Context: an optimization exercise on an open-source flow, tuned for small area, a short achievable clock period and few clock cycles. The choices shown serve that exercise and are no tape-out recipe.
At most, simulation tests tie the RTL to the original design; equivalence was not proved.

==> 10-19: inputs <==
Design stack_machine, start of the top module:
module stack_machine (
    clk,
    rst,
    start,
    ready,
    x_input,
    y_output,
    skip_pixel,
    output_queue_index,
    output_queue_get,
    output_queue_length,
    output_queue_data_out,
    output_queue_ready
);
make LEC_CHECK=0 CAP_MARGIN=20 CORE_MARGIN=2 CORE_UTILIZATION=40 SETUP_SLACK_MARGIN=2.0 SLEW_MARGIN=20 finish   # period 7.0 ns
run.sh (not shown) runs the stock make flow with config.mk's settings and CLKGATE_MAP_FILE= SYNTH_SCRIPT=/design/flow/synth_recipe.tcl, a recipe that flattens the netlist after the stock synthesis.
==> inputs of 11-25, as changes to 10-19 <==
--- a/flow/design.v
+++ b/flow/design.v
@@ -501,26 +501,23 @@
 wire        [18:0] s0v = (dp == 4'd0) ? 19'd0 : S0;
 wire signed [24:0] sx  = {{6{s0v[18]}}, s0v};
 wire signed [24:0] yr  = 25'sd61440 + {17'd0, s0v[7:0]} - (sx <<< 4) - (sx <<< 2);
 wire               yskip = yr[24] | (yr >= 25'sd123136);
 wire [6:0] L = output_queue_length;
 localparam [3:0] MV_HOLD = 0, MV_PUSH = 1, MV_POP = 2, MV_DRAIN = 3, MV_SWAP = 4,
-                 MV_SET0 = 5, MV_COPY = 6, MV_DIVA = 7, MV_DIVS = 8, MV_XFIX = 9,
-                 MV_PP = 10;      
+                 MV_SET0 = 5, MV_COPY = 6, MV_DIVA = 7, MV_DIVS = 8, MV_XFIX = 9;
 reg  [3:0]  mv;
 reg  [18:0] res;
 reg  [3:0]  state_n;
 reg         get_n;
 reg  [6:0]  f_n;
 reg  [6:0]  f;                    
 reg         pend_n;
 reg         u_busy_n;
 reg         ex;                   
 reg         ex_done;              
-reg         exo;                  
-reg         wbnext;               
 reg         ustart;               
 reg  [1:0]  ustart_kind;
 reg         skip_set;
 reg         slow;
 reg         s0sm;                 
 wire        dz = u_busy & (u_kind == U_DIV) & ~u_wb & (u_cnt == 4'd0) & (S0 == 19'd0);
@@ -532,15 +529,12 @@
     res         = r_add;
     ustart      = 1'b0;
     ustart_kind = U_MUL;
     ex_done     = 1'b0;
     skip_set    = 1'b0;
     state_n     = state;
-    exo    = 1'b0;
-    wbnext = u_busy & ~u_wb &
-             ((u_kind == U_DIV) ? (u_cnt == 4'd8) : (u_cnt[0] & ~(u_kind == U_POW && pw > 11'd2)));
     if (u_busy) begin
         if (u_wb) begin
             if (u_kind == U_DIV) begin
                 mv  = MV_POP;
                 res = r_div;
             end else if (u_kind == U_POW && pw[10:1] == 10'd0) begin
@@ -555,16 +549,12 @@
             if (dz) begin
                 skip_set = 1'b1;
                 state_n  = ST_IDLE;
             end
         end
     end
-    if ((state == ST_RUN) && pend && u_busy && u_wb && mv == MV_POP && !it_op) begin
-        exo = 1'b1;
-        mv  = MV_PP;
-    end
     if (ex) begin
         if (!it_op) begin
             if (!slow && dp == NS) begin
                 state_n = ST_SINIT;
             end else begin
                 mv = MV_PUSH;
@@ -624,26 +614,22 @@
         end
         MV_SWAP: begin
             S[0] <= S1;
             S[1] <= S0;
         end
         MV_SET0: S[0] <= res;
-        MV_PP: begin
-            S[0] <= pv;
-            S[1] <= res;
-        end
         MV_COPY: S[0] <= S1;
         MV_DIVA: begin
             S[0] <= aS0;
             S[1] <= {aS1[9:0], 9'd0};
         end
         MV_DIVS: S[1] <= {S1[16:0], q1, q2};
         default: ;
     endcase
     case (mv)
-        MV_PUSH, MV_PP:    s0sm <= ~qd[19] & (qd[18:9] == 10'd0);
+        MV_PUSH:           s0sm <= ~qd[19] & (qd[18:9] == 10'd0);
         MV_HOLD, MV_DIVS:  s0sm <= s0sm;
         default:           s0sm <= 1'b0;
     endcase
     case (mv)
         MV_PUSH:           dp <= dp + 4'd1;
         MV_POP, MV_DRAIN:  dp <= dp - 4'd1;
@@ -731,32 +717,31 @@
         end
         ST_RUN: begin
             begin : run_blk
                 reg p_n;
                 reg [6:0] fn;
                 reg [6:0] cn;
-                p_n = output_queue_get | (pend & ~ex & ~exo);
+                p_n = output_queue_get | (pend & ~ex);
                 fn  = f + {6'd0, output_queue_get};
-                cn  = c + {6'd0, ex | exo};
+                cn  = c + {6'd0, ex};
                 pend <= p_n;
                 f    <= fn;
                 c    <= cn;
                 output_queue_index <= fn[5:0];
-                output_queue_get   <= (fn < L) & (~p_n | ~u_busy_n |
-                                      (~output_queue_get & pend & ~ex & ~it_op & wbnext));
+                output_queue_get   <= (fn < L) & (~p_n | ~u_busy_n);
                 if (state_n != ST_RUN) begin
                     state <= state_n;
                     output_queue_get <= 1'b0;
                     if (state_n == ST_IDLE) begin
                         rdy <= 1'b1;
                         output_queue_get   <= 1'b1;
                         output_queue_index <= 6'd0;
                         f <= 7'd0;
                     end
                 end else if ((ex_done && cn == L) ||
-                             (u_busy && !u_busy_n && cn == L)) begin
+                             (u_busy && !u_busy_n && c == L)) begin
                     state <= ST_FIN;
                     output_queue_get <= 1'b0;
                 end
             end
         end
         ST_FIN: begin
==> results.txt <==
Outcome -> complete, no violations
Final antenna diode count -> 2
Clkbuf count -> 44
Post-Syn Instances -> 4408
Gr usage total -> 29.99%
Total die area -> 96000 µm²
the above is filed under 10-19

==> results.txt <==
Total die area -> 94570 µm²
Outcome -> complete, no violations
Placed wire-length estimate -> 105200 µm
Clkbuf count -> 52
Post-Syn Instances -> 4347
Gr usage total -> 30.12%
Final antenna diode count -> 0
the above is filed under 11-25

Testbench counts of 10-19, summed over its fixed seeds: cycles 52,980.
Only the layout flow was run in 11-25; the RTL was not checked for function there.

========
==> amber: inputs <==
Another version of the RTL of stack_machine (not shown whole).
make LEC_CHECK=0 CAP_MARGIN=20 CORE_MARGIN=2 CORE_UTILIZATION=40 SETUP_SLACK_MARGIN=2.0 SLEW_MARGIN=20 finish   # period 7.0 ns
==> inputs of violet, as changes to amber <==
Settings changed: CORE_UTILIZATION 40 to 60, SETUP_SLACK_MARGIN 2.0 to 2.5.
==> comparison <==
Against amber, the clock skew of violet is lower by 0.0053 ns.
Via count: amber is smaller than violet (4.3%).
In violet the routed wire length is larger than in amber, by 1.0%.
Of amber and violet, amber has the higher sequential share of layout area (gap 0.68 points).
Between amber and violet, the lower register-to-register slack is in amber (gap 0.02 ns).
In amber the maximum frequency is lower than in violet, by about 0.4%.
amber produced a clean layout. violet ran to the end with no violations.
==> figures <==
Final period utilization: amber 0.796; violet 0.792
Routability Congestion: amber 0.996; violet 1.10
Time the worst path needs with I/O delays and setup: amber 5.57 ns; violet 5.55 ns
Skew final: amber 0.0373 ns; violet 0.0320 ns
Number of placed cells counting well taps: amber 5,349; violet 4,929
Filler instances: amber 8,592; violet 4,484
Termination of the worst setup path: amber acc[14]; violet acc[16]
Skew-Pair Late Insertion Delay: amber 0.62 ns; violet 0.60 ns
Setup slack on the worst flop-to-flop path: amber 1.43 ns; violet 1.45 ns
Result of the run: amber no timing/DRC/antenna violations; violet no timing/DRC/antenna violations
Total GRT Usage: amber 0.268; violet 0.400
Pin slew with the least headroom to its limit: amber 1.13 ns; violet 1.09 ns
Max Fanout on Critical Path: amber 18; violet 7
No run of this note included a check of the RTL's function; only the layout flow was run.

========
==> 05-27: inputs <==
Another version of the RTL of stack_machine (not shown whole).
export LEC_CHECK = 0
export CAP_MARGIN = 20
export CORE_MARGIN = 2
export CORE_UTILIZATION = 40
export SETUP_SLACK_MARGIN = 2.0
export SLEW_MARGIN = 20
create_clock -name core_clock -period 7.0 [get_ports {clk}]
==> 07-15: changes against 05-27 <==
--- a/flow/design.v
+++ b/flow/design.v
@@ -324,14 +324,14 @@
 );
 input clk;
 input rst;
 input      start;
 output     ready;
 input      [9:0] x_input;
-output reg [8:0] y_output;
-output reg       skip_pixel;
+output     [8:0] y_output;
+output           skip_pixel;
 output     [5:0]  output_queue_index;
 output reg        output_queue_get;
 input      [6:0]  output_queue_length;
 input      [19:0] output_queue_data_out;
 input             output_queue_ready;
 localparam NS = 10;               
@@ -582,12 +582,15 @@
                        (~d2b[19] ? d2b[18:0] : {rem[16:0], S1[18], S1[17]});
 wire [18:0] r_div = dovf ? (dsign ? VMIN : VMAX) : (dsign ? -{1'b0, S1[17:0]} : {1'b0, S1[17:0]});
 wire        [18:0] s0v = (dp == 4'd0) ? 19'd0 : S0;
 wire signed [24:0] sx  = {{6{s0v[18]}}, s0v};
 wire signed [24:0] yr  = 25'sd61440 + {17'd0, s0v[7:0]} - (sx <<< 4) - (sx <<< 2);
 wire               yskip = yr[24] | (yr >= 25'sd123136);
+reg                dzf;           
+assign y_output   = yr[16:8];
+assign skip_pixel = dzf | yskip;
 wire [6:0] L = output_queue_length;
 wire [6:0] fp1 = f + 7'd1;
 wire       c_eq  = (c == L);
 wire       c1_eq = (c + 7'd1 == L);
 wire [6:0] fm1 = f - 7'd1;
 wire [6:0] cmp_a = (state == ST_UPS) ? sq : q;
@@ -597,16 +600,18 @@
 wire       cmp_ge = ~cmp_d[8];
 reg  [4:0]  state_n;
 reg  [6:0]  f;                    
 reg         s0sm;                 
 reg         s0pw;                 
 wire st_run = (state == ST_RUN);
-wire wb     = u_busy & u_wb;                                    
+wire psat     = m_hi | m_lo;
+wire byps_fin = u_busy & ~u_wb & byp & psat;
+wire wb     = (u_busy & u_wb) | byps_fin;                        
 wire exo    = st_run & pend & wb & ~it_op;                       
 wire wb_pop = wb & ~exo;
-wire byps   = u_busy & ~u_wb & byp;                              
+wire byps   = u_busy & ~u_wb & byp & ~psat;                      
 wire divs   = u_busy & ~u_wb & ~byp & (u_kind == U_DIV);         
 wire dz     = divs & (u_cnt == 4'd0) & (S0 == 19'd0);            
 wire wbnext = u_busy & ~u_wb &
               ((u_kind == U_DIV) ? (u_cnt == 4'd8) : (u_cnt[0] & ~(u_kind == U_POW && pw > 11'd2)));
 wire exr    = st_run & pend & ~u_busy;                           
 wire ex     = exr | ((state == ST_DN) & rv & ~it_op) | ((state == ST_OPX) & rv);
@@ -629,26 +634,27 @@
 wire swp    = (state == ST_SWAP);
 wire up     = o_add | o_sub | o_p0 | o_pd | wb_pop | fin_dr | rt_dr;    
 wire s0cpy  = o_pd | o_pc | fin_dr | rt_dr | swp;                       
 wire ustart = o_mul | o_div | o_pc;
 wire [1:0] ustart_kind = o_div ? U_DIV : o_pc ? U_POW : U_MUL;
 wire ex_done = e_push | o_add | o_sub | o_p0 | o_pd;
-wire [18:0] res_u = (u_kind == U_DIV) ? r_div :
+wire [18:0] res_u = byps_fin ? ((m_hi ^ (S1[18] & ~pw[0])) ? VMAX : VMIN) :
+                    (u_kind == U_DIV) ? r_div :
                     (u_kind == U_POW && pw[10:1] == 10'd0) ? (pw[0] ? S0 : 19'd256) : r_mul;
 wire s0chg = e_push | exo | o_add | o_sub | o_p0 | s0cpy | o_div | wb_pop | byps;
 always @(*) begin
     state_n = state;
     if (dz)         state_n = ST_IDLE;
     else if (ovf)   state_n = ST_SINIT;
-    else if (e_und) state_n = ST_FIN;
+    else if (e_und) state_n = ST_IDLE;
 end
-wire u_busy_n = ustart | (u_busy & ~dz & ~u_wb);
+wire u_busy_n = ustart | (u_busy & ~dz & ~u_wb & ~byps_fin);
 integer k;
 wire [18:0] s1b = (e_push | swp) ? S0 : up ? S[2] : exo ? res_u : o_div ? {aS1[9:0], 9'd0} : S1;
 wire nxt_hi = ustart ? ((o_mul & ~s0pw) | (o_pc & s0pw)) :
-              (u_busy & ~u_wb & (u_kind != U_DIV) & ~u_cnt[0] & ~(byp & (m_hi | m_lo)));
+              (u_busy & ~u_wb & (u_kind != U_DIV) & ~u_cnt[0] & ~(byp & psat));
 always @(posedge clk) begin
     if (e_push | exo)       S[0] <= pv;
     else if (o_add)         S[0] <= r_add;
     else if (o_sub)         S[0] <= r_sub;
     else if (o_p0)          S[0] <= 19'd256;
     else if (s0cpy)         S[0] <= S1;
@@ -671,63 +677,57 @@
         s0pw <= 1'b0;
     end
     xs_s1 <= ~u_busy_n & ((e_push | exo) ? (~qd[19] & (qd[18:9] != 10'd0)) : s0chg ? 1'b0 : s0pw);
     bsel <= nxt_hi ? bdec({s1b[18], s1b[18:9]}) : bdec({s1b[9:0], 1'b0});
     if (e_push)  dp <= dp + 4'd1;
     else if (up) dp <= dp - 4'd1;
+    acc <= msum[28:10];
+    mlo <= msum[9:0];
+    rem <= (u_busy && u_kind == U_DIV) ? r2 : {10'd0, aS1[18:10]};
     u_busy <= u_busy_n;
     if (ustart) begin
         u_kind <= ustart_kind;
         u_cnt  <= 4'd0;
         u_wb   <= 1'b0;
         byp    <= 1'b0;
         if ((ustart_kind == U_MUL && !s0pw) || (ustart_kind == U_POW && s0pw)) begin
-            acc   <= msum[28:10];
             ml    <= msum[9:8];
             u_cnt <= 4'd1;
         end
         if (ustart_kind == U_POW) begin
             pw   <= S0[18:8];
             u_wb <= (S0[18:9] == 10'd0);
         end
         if (ustart_kind == U_DIV) begin
-            rem   <= {10'd0, aS1[18:10]};
             dsign <= S0[18] ^ S1[18];
         end
     end else if (u_busy) begin
         if (u_wb) begin
             u_wb  <= 1'b0;
             u_cnt <= 4'd0;
         end else if (u_kind == U_DIV) begin
             if (u_cnt == 4'd0) dovf <= (rem >= S0);
-            rem   <= r2;
             u_cnt <= dz ? 4'd0 : u_cnt + 4'd1;
             if (u_cnt == 4'd8) u_wb <= 1'b1;
         end else if (!u_cnt[0]) begin
-            if (!(byp && (m_hi || m_lo))) begin
-                acc   <= msum[28:10];
+            if (!byps_fin) begin
                 ml    <= msum[9:8];
                 u_cnt <= 4'd1;
             end
             byp   <= 1'b0;
         end else begin
-            acc   <= msum[28:10];
-            mlo   <= msum[9:0];
             u_cnt <= 4'd0;
             if (u_kind == U_POW && pw > 11'd2) begin
                 byp <= 1'b1;
                 pw  <= pw - 11'd1;
             end else u_wb <= 1'b1;
         end
     end
-    if (dz) skip_pixel <= 1'b1;
-    if (state == ST_FIN && dp <= 4'd1) begin
-        skip_pixel <= yskip;
-        y_output   <= yr[16:8];
-    end
-    if (state == ST_IDLE || state == ST_SINIT) dp <= 4'd0;
+    if (dz) dzf <= 1'b1;
+    if (state == ST_IDLE && start) dzf <= 1'b0;
+    if ((state == ST_IDLE && start) || state == ST_SINIT) dp <= 4'd0;
     if (rst) begin
         u_busy <= 1'b0;
         u_wb   <= 1'b0;
         u_cnt  <= 4'd0;
         byp    <= 1'b0;
         dp     <= 4'd0;
@@ -744,14 +744,13 @@
             f <= 7'd0;
             if (start) begin
                 c    <= 7'd0;
                 pend <= 1'b1;
                 rdy  <= 1'b0;
                 if (L == 7'd0) begin
-                    state <= ST_FIN;
-                    output_queue_get <= 1'b0;
+                    rdy <= 1'b1;
                 end else begin
                     state <= ST_RUN;
                     f <= 7'd1;
                     output_queue_get   <= (L > 7'd1);
                 end
             end
@@ -775,14 +774,21 @@
                     if (state_n == ST_IDLE) begin
                         rdy <= 1'b1;
                         output_queue_get   <= 1'b1;
                                     f <= 7'd0;
                     end
                 end else if ((ex_done | (u_busy & ~u_busy_n)) & ((exr | exo) ? c1_eq : c_eq)) begin
-                    state <= ST_FIN;
-                    output_queue_get <= 1'b0;
+                    if (e_push ? (dp == 4'd0) : up ? (dp <= 4'd2) : (dp <= 4'd1)) begin
+                        state <= ST_IDLE;
+                        rdy   <= 1'b1;
+                        output_queue_get <= 1'b1;
+                        f <= 7'd0;
+                    end else begin
+                        state <= ST_FIN;
+                        output_queue_get <= 1'b0;
+                    end
                 end
             end
         end
         ST_FIN: begin
             if (dp <= 4'd1) begin
                 state <= ST_IDLE;
--- a/flow/config.mk
+++ b/flow/config.mk
@@ -5,8 +5,8 @@
 export SDC_FILE = /design/flow/constraint.sdc
 export NUM_CORES = 4
 export LEC_CHECK = 0
 export CAP_MARGIN = 20
 export CORE_MARGIN = 2
 export CORE_UTILIZATION = 40
-export SETUP_SLACK_MARGIN = 2.0
+export SETUP_SLACK_MARGIN = 1.25
 export SLEW_MARGIN = 20
==> results.txt <==
metric                                                            07-15         05-27
CP Data Arrival Time                                            6.10 ns       5.84 ns
Number of enable flip-flop cells after synthesis                    243           301
Core box area                                              0.0865 sq mm  0.0869 sq mm
Synth-to-layout area growth                                       12.5%         16.7%
Worst setup path endpoint                                       acc[17]       acc[15]
Worst-case hold path end point                                  S[9][2]      S[9][14]
Min Hold Slack                                                 0.445 ns      0.444 ns
Fraction of layout cells with a size suffix above 1               8.82%         12.4%
Clock latency on the worst-skew pair                            0.61 ns       0.62 ns
Required time of the critical path                              7.48 ns       7.32 ns
Number of instances in the synthesized netlist                     4336          4278
Result of the run                      no timing/DRC/antenna violations  no timing/DRC/antenna violations
Portion of the layout cell area used by non-clock buffers         5.00%         6.56%
Count of plain and timing-repair buffers in the layout              233           302
Max Clock Freq                                                0.178 GHz     0.181 GHz
Overall Global Routing Usage                                      25.9%         27.0%
Flop-to-flop setup slack                                        1.38 ns       1.48 ns
First element of the critical path                                  byp       S[0][4]
Number of clock buffer instances in the layout                       54            49
Worst-case headroom to the max-slew limit                         27.9%         26.5%
GR Layer Usage met2                                               41.3%         40.5%
Clock skew after layout                                       0.0471 ns     0.0576 ns
Area of combinational cells with multiple inputs           0.0241 sq mm  0.0243 sq mm
Testbench counts of 07-15, summed over its fixed seeds: cycles 45,597.
Only the layout flow was run in 05-27; the RTL was not checked for function there.

re-timing with driven ports:
No port has a modelled driver above. Below, the same layouts with a new extraction and two added sets of constraints.
Step 1 sets driving cells, clkbuf_16 on the clock port and buf_2 on the other inputs (assumed; they add their load-dependent delay and slew).
Step 2 adds t to the input delays and takes it off the output delays; t is the mean of the earliest and latest rising clock arrival at the registers after step 1. Input paths then give back, and output paths get back, about the clock's delay inside the block.
a / b / c = ideal / step 1 / step 2; a / b = the first two.
run | shift t [ns] | setup WS [ns] | worst setup path after step 2 | pins driven straight from the clock port
10-19 | 0.669 | 0.828 / 0.828 / 0.828 | register to register | 1
11-25 | 0.680 | 0.859 / 0.859 / 0.859 | register to register | 1
amber | 0.663 | 1.431 / 1.431 / 1.431 | register to register | 1
violet | 0.655 | 1.454 / 1.454 / 1.454 | register to register | 1
05-27 | 0.660 | 1.483 / 1.483 / 1.426 | input to register | 1
07-15 | 0.649 | 1.376 / 1.363 / 1.024 | input to register | 1
After both steps every run listed still meets setup and hold. The setup slack of 07-15, which loses most, moves by -0.013 ns with the drivers and by -0.352 ns with both steps.
